What follows belongs to an exercise in optimizing a design on an open flow for small area; a production flow would make more cautious choices.
The RTL was checked by simulation tests, not by an equivalence proof against the original design.
Power and IR drop assume default switching activity.

build 77:
==> flow/design.v <==
module calculator(
	input newkey,
	input [4:0] keycode,
	input clk,
	input rst,
	output reg [19:0] x,
	output reg led
	);
	reg [19:0] y;
	reg op;				 
	reg [4:0] cnt;		 
	wire kdig = keycode[4] | (keycode[2:0] == 3'd7);
	wire kop  = ~keycode[4] & ((keycode[2:0] == 3'd1) | (keycode[2:0] == 3'd2));
	wire keq  = ~keycode[4] & (keycode[2:0] == 3'd3);
	wire kca  = ~keycode[4] & (keycode[2:0] == 3'd4);
	wire busy   = ~(cnt[4] & cnt[2]);
	wire eqmode = ~cnt[4] | ~(cnt[3] | cnt[2]);
	wire mul    = eqmode & op;
	wire [19:0] t = {x[18:0], x[19]};
	wire xi = t[0];
	wire en = eqmode & (op ? xi : (cnt == 5'd19));
	wire [19:0] m;
	genvar g;
	generate for (g = 0; g < 20; g = g + 1) begin : gm
		assign m[g] = (cnt >= g);
	end endgenerate
	wire [19:0] ya = y & {20{en}};
	wire [19:0] ta = t | ~m;
	wire [20:0] c;
	wire [19:0] s;
	wire a0 = t[0] & ~mul;
	assign s[0] = a0 ^ ya[0];
	assign c[1] = a0 & ya[0];
	assign c[0] = 1'b0;
	generate for (g = 1; g < 20; g = g + 1) begin : ga
		assign {c[g+1], s[g]} = ta[g] + ya[g] + c[g];
	end endgenerate
	wire [19:0] nx = (s & m) | (t & ~m);
	wire ovf = c[20];
	always @(posedge clk) begin
		if (rst) begin
			x <= 20'd0;
			y <= 20'd0;
			op <= 1'b0;
			led <= 1'b0;
			cnt <= 5'd20;
		end else if (newkey) begin
			if (kdig) begin
				x[19:16] <= keycode[3:0];
				led <= 1'b0;
				cnt <= 5'd24;
			end else if (kop) begin
				y <= x;
				x <= 20'd0;
				op <= keycode[1];
				led <= 1'b0;
			end else if (keq) begin
				led <= 1'b0;
				cnt <= 5'd0;
			end else if (kca) begin
				x <= 20'd0;
				y <= 20'd0;
				op <= 1'b0;
				led <= 1'b0;
			end
		end else if (busy) begin
			x <= nx;
			led <= led | ovf;
			cnt <= cnt + 5'd1;
		end
	end
endmodule
Settings: LEC_CHECK=0, CAP_MARGIN=20, CORE_MARGIN=2, CORE_UTILIZATION=65, SLEW_MARGIN=20; clock period 10.0 ns.
standard.sh (not shown) runs the stock make flow with config.mk's settings and CLKGATE_MAP_FILE= SYNTH_SCRIPT=/design/flow/synth_recipe.tcl, a recipe that flattens the netlist after the stock synthesis.
==> flow/flow/run.sh <==
#!/bin/bash
# Own flow: the standard synthesis, then the combinational logic between the
# registers is re-mapped for area (ABC deepsyn + area-oriented mapping); the
# registers stay exactly as the standard synthesis made them. The rest of the
# layout is the standard flow. Each tool's output goes to a log here.
set -euo pipefail
W=$PWD
F=$W/flow
R=$W/orfs/results/$FLOW_PLATFORM/calculator/base
LIB=$FLOW_HOME/platforms/sky130hd/lib/sky130_fd_sc_hd__tt_025C_1v80.lib
YOSYS=${YOSYS_EXE:-$(command -v yosys || echo $FLOW_HOME/../tools/install/yosys/bin/yosys)}

bash standard.sh synth > $W/log_1_standard_synth.log 2>&1

cp $R/1_2_yosys.v $W/std_1_2_yosys.v
python3 $F/genmodels.py $LIB $W/cellmodels.v > $W/log_2_models.log 2>&1
printf 'set_driving_cell sky130_fd_sc_hd__buf_1\nset_load 5\n' > $W/abc.constr
DU=$(sed 's/^/-dont_use /' $F/dont_use.txt | tr '\n' ' ')
remap() {
  local k=$1
  echo "strash; &get -n; &deepsyn -T 150 -S $k; &put; dch -f; &get -n; &nf -a; &put; topo; stime -c" > $W/area_$k.abc
  cat > $W/remap_$k.ys <<EOS
read_liberty -lib $LIB
read_verilog $W/std_1_2_yosys.v
hierarchy -top $FLOW_TOP
techmap -map $W/cellmodels.v
simplemap
opt -purge
abc -liberty $LIB $DU -script $W/area_$k.abc -constr $W/abc.constr
opt_clean -purge
hilomap -singleton -hicell sky130_fd_sc_hd__conb_1 HI -locell sky130_fd_sc_hd__conb_1 LO
splitnets
opt_clean -purge
write_verilog -noattr -noexpr -nohex -nodec $W/remap_$k.v
tee -o $W/remap_stat_$k.txt stat -liberty $LIB
EOS
  $YOSYS -s $W/remap_$k.ys > $W/log_3_remap_$k.log 2>&1 \
    && python3 $F/samereg.py $W/std_1_2_yosys.v $W/remap_$k.v > $W/log_4_samereg_$k.log 2>&1 \
    && awk '/Chip area/ {print $NF}' $W/remap_stat_$k.txt > $W/remap_area_$k.txt
}
for k in 1 2 3 4; do remap $k & done
wait || true
best=""
for k in 1 2 3 4; do
  if [[ -s $W/remap_area_$k.txt ]]; then echo "$(cat $W/remap_area_$k.txt) $k"; fi
done > $W/remap_areas.txt
if [[ -s $W/remap_areas.txt ]]; then best=$(sort -n $W/remap_areas.txt | head -1 | cut -d' ' -f2); fi
if [[ -n "$best" ]]; then
  cp $W/remap_$best.v $R/1_2_yosys.v
  rm -f $R/1_synth.odb $R/1_synth.sdc
  echo "using the re-mapped netlist $best" > $W/log_5_choice.log
else
  echo "re-map failed; keeping the standard netlist" > $W/log_5_choice.log
fi

# Port buffers: the smallest buffer; clock tree: small clock buffers, no dummy loads.
bash standard.sh \
  "BUFFER_PORTS_ARGS=-buffer_cell sky130_fd_sc_hd__buf_1" \
  "CTS_ARGS=-sink_clustering_enable -repair_clock_nets -dont_use_dummy_load -buf_list sky130_fd_sc_hd__clkbuf_8 -root_buf sky130_fd_sc_hd__clkbuf_8" \
  finish > $W/log_6_standard_finish.log 2>&1
Other scripts of this flow, unchanged in this note and not shown: flow/flow/dont_use.txt, flow/flow/genmodels.py, flow/flow/samereg.py
Build 77 has completed all stages; timing, DRC and antenna checks passed.
Edits applied to the flow inputs when going from build 77 to build 17:
# build 77
export LEC_CHECK = 0
export CAP_MARGIN = 20
export CORE_MARGIN = 2
export CORE_UTILIZATION = 65
export SLEW_MARGIN = 20
create_clock -name core_clock -period 10.0 [get_ports {clk}]
# build 17
export LEC_CHECK = 0
export CAP_MARGIN = 20
export CORE_MARGIN = 2
export CORE_UTILIZATION = 40
export GPL_TIMING_DRIVEN = 0
export SLEW_MARGIN = 20
create_clock -name core_clock -period 10.0 [get_ports {clk}]
diff --git a/flow/flow/run.sh b/flow/flow/run.sh
--- a/flow/flow/run.sh
+++ b/flow/flow/run.sh
@@ -17,8 +17,5 @@
 printf 'set_driving_cell sky130_fd_sc_hd__buf_1\nset_load 5\n' > $W/abc.constr
 DU=$(sed 's/^/-dont_use /' $F/dont_use.txt | tr '\n' ' ')
-remap() {
-  local k=$1
-  echo "strash; &get -n; &deepsyn -T 150 -S $k; &put; dch -f; &get -n; &nf -a; &put; topo; stime -c" > $W/area_$k.abc
-  cat > $W/remap_$k.ys <<EOS
+cat > $W/remap.ys <<EOS
 read_liberty -lib $LIB
 read_verilog $W/std_1_2_yosys.v
@@ -27,27 +24,17 @@
 simplemap
 opt -purge
-abc -liberty $LIB $DU -script $W/area_$k.abc -constr $W/abc.constr
+abc -liberty $LIB $DU -script $F/area.abc -constr $W/abc.constr
 opt_clean -purge
 hilomap -singleton -hicell sky130_fd_sc_hd__conb_1 HI -locell sky130_fd_sc_hd__conb_1 LO
 splitnets
 opt_clean -purge
-write_verilog -noattr -noexpr -nohex -nodec $W/remap_$k.v
-tee -o $W/remap_stat_$k.txt stat -liberty $LIB
+write_verilog -noattr -noexpr -nohex -nodec $W/remap_1_2_yosys.v
+tee -o $W/remap_stat.txt stat -liberty $LIB
 EOS
-  $YOSYS -s $W/remap_$k.ys > $W/log_3_remap_$k.log 2>&1 \
-    && python3 $F/samereg.py $W/std_1_2_yosys.v $W/remap_$k.v > $W/log_4_samereg_$k.log 2>&1 \
-    && awk '/Chip area/ {print $NF}' $W/remap_stat_$k.txt > $W/remap_area_$k.txt
-}
-for k in 1 2 3 4; do remap $k & done
-wait || true
-best=""
-for k in 1 2 3 4; do
-  if [[ -s $W/remap_area_$k.txt ]]; then echo "$(cat $W/remap_area_$k.txt) $k"; fi
-done > $W/remap_areas.txt
-if [[ -s $W/remap_areas.txt ]]; then best=$(sort -n $W/remap_areas.txt | head -1 | cut -d' ' -f2); fi
-if [[ -n "$best" ]]; then
-  cp $W/remap_$best.v $R/1_2_yosys.v
+if $YOSYS -s $W/remap.ys > $W/log_3_remap.log 2>&1 \
+   && python3 $F/samereg.py $W/std_1_2_yosys.v $W/remap_1_2_yosys.v > $W/log_4_samereg.log 2>&1; then
+  cp $W/remap_1_2_yosys.v $R/1_2_yosys.v
   rm -f $R/1_synth.odb $R/1_synth.sdc
-  echo "using the re-mapped netlist $best" > $W/log_5_choice.log
+  echo "using the re-mapped netlist" > $W/log_5_choice.log
 else
   echo "re-map failed; keeping the standard netlist" > $W/log_5_choice.log
==> flow/flow/area.abc (new file) <==
strash; &get -n; &deepsyn -T 60 -S 1; &put; dch -f; &get -n; &nf -a; &put; topo; stime -c
### Flow results
Both conditions hold for build 17: the flow ran to the end and the final layout passed the timing, design-rule and antenna checks.
The flow did not stop early for build 77: all stages ran, and the layout cleared the timing, design-rule and antenna checks.
Compared to build 77, build 17 leaves more free space in the core.
On combined area of all synthesized cells, the lower figure sits with build 77, not build 17.
Diff build 77 -> build 17 | synthesized cell count | up slightly
Build 17 — area added between synthesis and finish 4.0 points higher, build 77 as reference
In the flow results for build 17 and build 77, the final area is larger on build 17.
The critical path depth of build 17 exceeds that of build 77 by 3.0%.
#### Input delta (build 18 over build 17)
# build 17
export LEC_CHECK = 0
export CAP_MARGIN = 20
export CORE_MARGIN = 2
export CORE_UTILIZATION = 40
export GPL_TIMING_DRIVEN = 0
export SLEW_MARGIN = 20
create_clock -name core_clock -period 10.0 [get_ports {clk}]
# build 18
export LEC_CHECK = 0
export CAP_MARGIN = 20
export CORE_MARGIN = 2
export CORE_UTILIZATION = 40
export SLEW_MARGIN = 20
create_clock -name core_clock -period 10.0 [get_ports {clk}]
diff --git a/flow/flow/run.sh b/flow/flow/run.sh
--- a/flow/flow/run.sh
+++ b/flow/flow/run.sh
@@ -44,4 +44,4 @@
 bash standard.sh \
   "BUFFER_PORTS_ARGS=-buffer_cell sky130_fd_sc_hd__buf_1" \
-  "CTS_ARGS=-sink_clustering_enable -repair_clock_nets -dont_use_dummy_load -buf_list sky130_fd_sc_hd__clkbuf_8 -root_buf sky130_fd_sc_hd__clkbuf_8" \
+  "CTS_ARGS=-sink_clustering_enable -repair_clock_nets -dont_use_dummy_load -buf_list sky130_fd_sc_hd__clkbuf_16 -root_buf sky130_fd_sc_hd__clkbuf_16" \
   finish > $W/log_6_standard_finish.log 2>&1
==> comparison <==
Worst path setup slack after routing: build 18 higher than build 17. Taking build 17 as the reference, in build 18 sequential share of cell area dropped 0.41 points; wire length dropped about 2.6%; register-to-register setup slack climbed 0.15 ns; net switching power figure climbed about 3.7%; total track usage dropped 0.51 points. Compared with build 17, build 18 shows a higher count of plain and timing-repair buffers in the layout. Build 18 vs. build 17: number of gates resized after CTS now sits lower; leakage power of the design now sits higher; power now sits higher.
Edits applied to the flow inputs when going from build 18 to build 25:
diff --git a/flow/flow/run.sh b/flow/flow/run.sh
--- a/flow/flow/run.sh
+++ b/flow/flow/run.sh
@@ -44,4 +44,4 @@
 bash standard.sh \
   "BUFFER_PORTS_ARGS=-buffer_cell sky130_fd_sc_hd__buf_1" \
-  "CTS_ARGS=-sink_clustering_enable -repair_clock_nets -dont_use_dummy_load -buf_list sky130_fd_sc_hd__clkbuf_16 -root_buf sky130_fd_sc_hd__clkbuf_16" \
+  "CTS_ARGS=-sink_clustering_enable -repair_clock_nets -dont_use_dummy_load -buf_list sky130_fd_sc_hd__clkbuf_8 -root_buf sky130_fd_sc_hd__clkbuf_8" \
   finish > $W/log_6_standard_finish.log 2>&1
[summary]
- The hold slack in build 25 was higher than what build 18 gave.
- Against build 18, wire length of the first global-routing pass in build 25 fell slightly.
- Non-clock buffer count: build 18 vs build 25 identical
- Build 25 ends up with a design area that is about 2% lower than in build 18.
- Total wire length delta (build 18 -> build 25): insignificant
- Clock network fraction of total power (higher): build 18
What build 78 does differently from build 25 at the input level:
diff --git a/flow/flow/run.sh b/flow/flow/run.sh
--- a/flow/flow/run.sh
+++ b/flow/flow/run.sh
@@ -17,5 +17,8 @@
 printf 'set_driving_cell sky130_fd_sc_hd__buf_1\nset_load 5\n' > $W/abc.constr
 DU=$(sed 's/^/-dont_use /' $F/dont_use.txt | tr '\n' ' ')
-cat > $W/remap.ys <<EOS
+remap() {
+  local k=$1
+  echo "strash; &get -n; &deepsyn -T 150 -S $k; &put; dch -f; &get -n; &nf -a; &put; topo; stime -c" > $W/area_$k.abc
+  cat > $W/remap_$k.ys <<EOS
 read_liberty -lib $LIB
 read_verilog $W/std_1_2_yosys.v
@@ -24,17 +27,27 @@
 simplemap
 opt -purge
-abc -liberty $LIB $DU -script $F/area.abc -constr $W/abc.constr
+abc -liberty $LIB $DU -script $W/area_$k.abc -constr $W/abc.constr
 opt_clean -purge
 hilomap -singleton -hicell sky130_fd_sc_hd__conb_1 HI -locell sky130_fd_sc_hd__conb_1 LO
 splitnets
 opt_clean -purge
-write_verilog -noattr -noexpr -nohex -nodec $W/remap_1_2_yosys.v
-tee -o $W/remap_stat.txt stat -liberty $LIB
+write_verilog -noattr -noexpr -nohex -nodec $W/remap_$k.v
+tee -o $W/remap_stat_$k.txt stat -liberty $LIB
 EOS
-if $YOSYS -s $W/remap.ys > $W/log_3_remap.log 2>&1 \
-   && python3 $F/samereg.py $W/std_1_2_yosys.v $W/remap_1_2_yosys.v > $W/log_4_samereg.log 2>&1; then
-  cp $W/remap_1_2_yosys.v $R/1_2_yosys.v
+  $YOSYS -s $W/remap_$k.ys > $W/log_3_remap_$k.log 2>&1 \
+    && python3 $F/samereg.py $W/std_1_2_yosys.v $W/remap_$k.v > $W/log_4_samereg_$k.log 2>&1 \
+    && awk '/Chip area/ {print $NF}' $W/remap_stat_$k.txt > $W/remap_area_$k.txt
+}
+for k in 1 2 3 4; do remap $k & done
+wait || true
+best=""
+for k in 1 2 3 4; do
+  if [[ -s $W/remap_area_$k.txt ]]; then echo "$(cat $W/remap_area_$k.txt) $k"; fi
+done > $W/remap_areas.txt
+if [[ -s $W/remap_areas.txt ]]; then best=$(sort -n $W/remap_areas.txt | head -1 | cut -d' ' -f2); fi
+if [[ -n "$best" ]]; then
+  cp $W/remap_$best.v $R/1_2_yosys.v
   rm -f $R/1_synth.odb $R/1_synth.sdc
-  echo "using the re-mapped netlist" > $W/log_5_choice.log
+  echo "using the re-mapped netlist $best" > $W/log_5_choice.log
 else
   echo "re-map failed; keeping the standard netlist" > $W/log_5_choice.log
removed: flow/flow/area.abc
Findings:
Build 25 reached the end of the flow, and the finished layout is clean on the timing, design-rule and antenna checks.
Build 78 finished every stage and its layout cleared the timing, design-rule and antenna checks.
There was hardly any difference in total clock network power between build 25 and build 78.
Lower layout-stage area growth over the synthesis result among build 78 and build 25: build 78
The peak clock frequency supported by timing of build 78 and that of build 25 are within noise of each other.
Re fraction of the core area covered by cells at the end of the flow: build 78 and build 25 aren't equal, and the higher value belongs to build 25.
Area: build 78 vs build 25 -> build 78 smaller
Higher number of cells on the worst reg-to-reg path among build 78 and build 25: build 25
Share of total power in sequential cells in build 78 is 0.8 points higher than in build 25
The static leakage number comes out lower for build 78 vs build 25.

separate check: timing with driven ports:
The flow's constraints put no driver on any port. The routed layouts listed below were extracted and timed again, unchanged, in two steps. Step 1, drivers: a clkbuf_16 drives clk and a buf_2 each remaining input, both assumed. Step 2 times the ports against the registers' clock, not the clock port: input delays grow and output delays shrink by t, the midpoint of the rising clock arrivals with the driver on. a / b / c = no drivers / after step 1 / after step 2; a / b = the first two.
| run | t (ns) | slack for setup (ns) | clock arrival spread, ns | worst data-port slew with drivers (ns) |
|---|---|---|---|---|
| build 77 | 0.319 | 0.754 / 0.754 / 0.754 | 0.014 / 0.013 | 0.03 |
| build 17 | 0.315 | 0.943 / 0.943 / 0.943 | 0.024 / 0.025 | 0.03 |
| build 18 | 0.306 | 1.089 / 1.089 / 1.089 | 0.014 / 0.014 | 0.03 |
| build 25 | 0.322 | 1.029 / 1.029 / 1.029 | 0.020 / 0.020 | 0.03 |
| build 78 | 0.329 | 1.020 / 1.020 / 1.020 | 0.009 / 0.009 | 0.04 |
After both steps setup and hold are still met in every run listed.
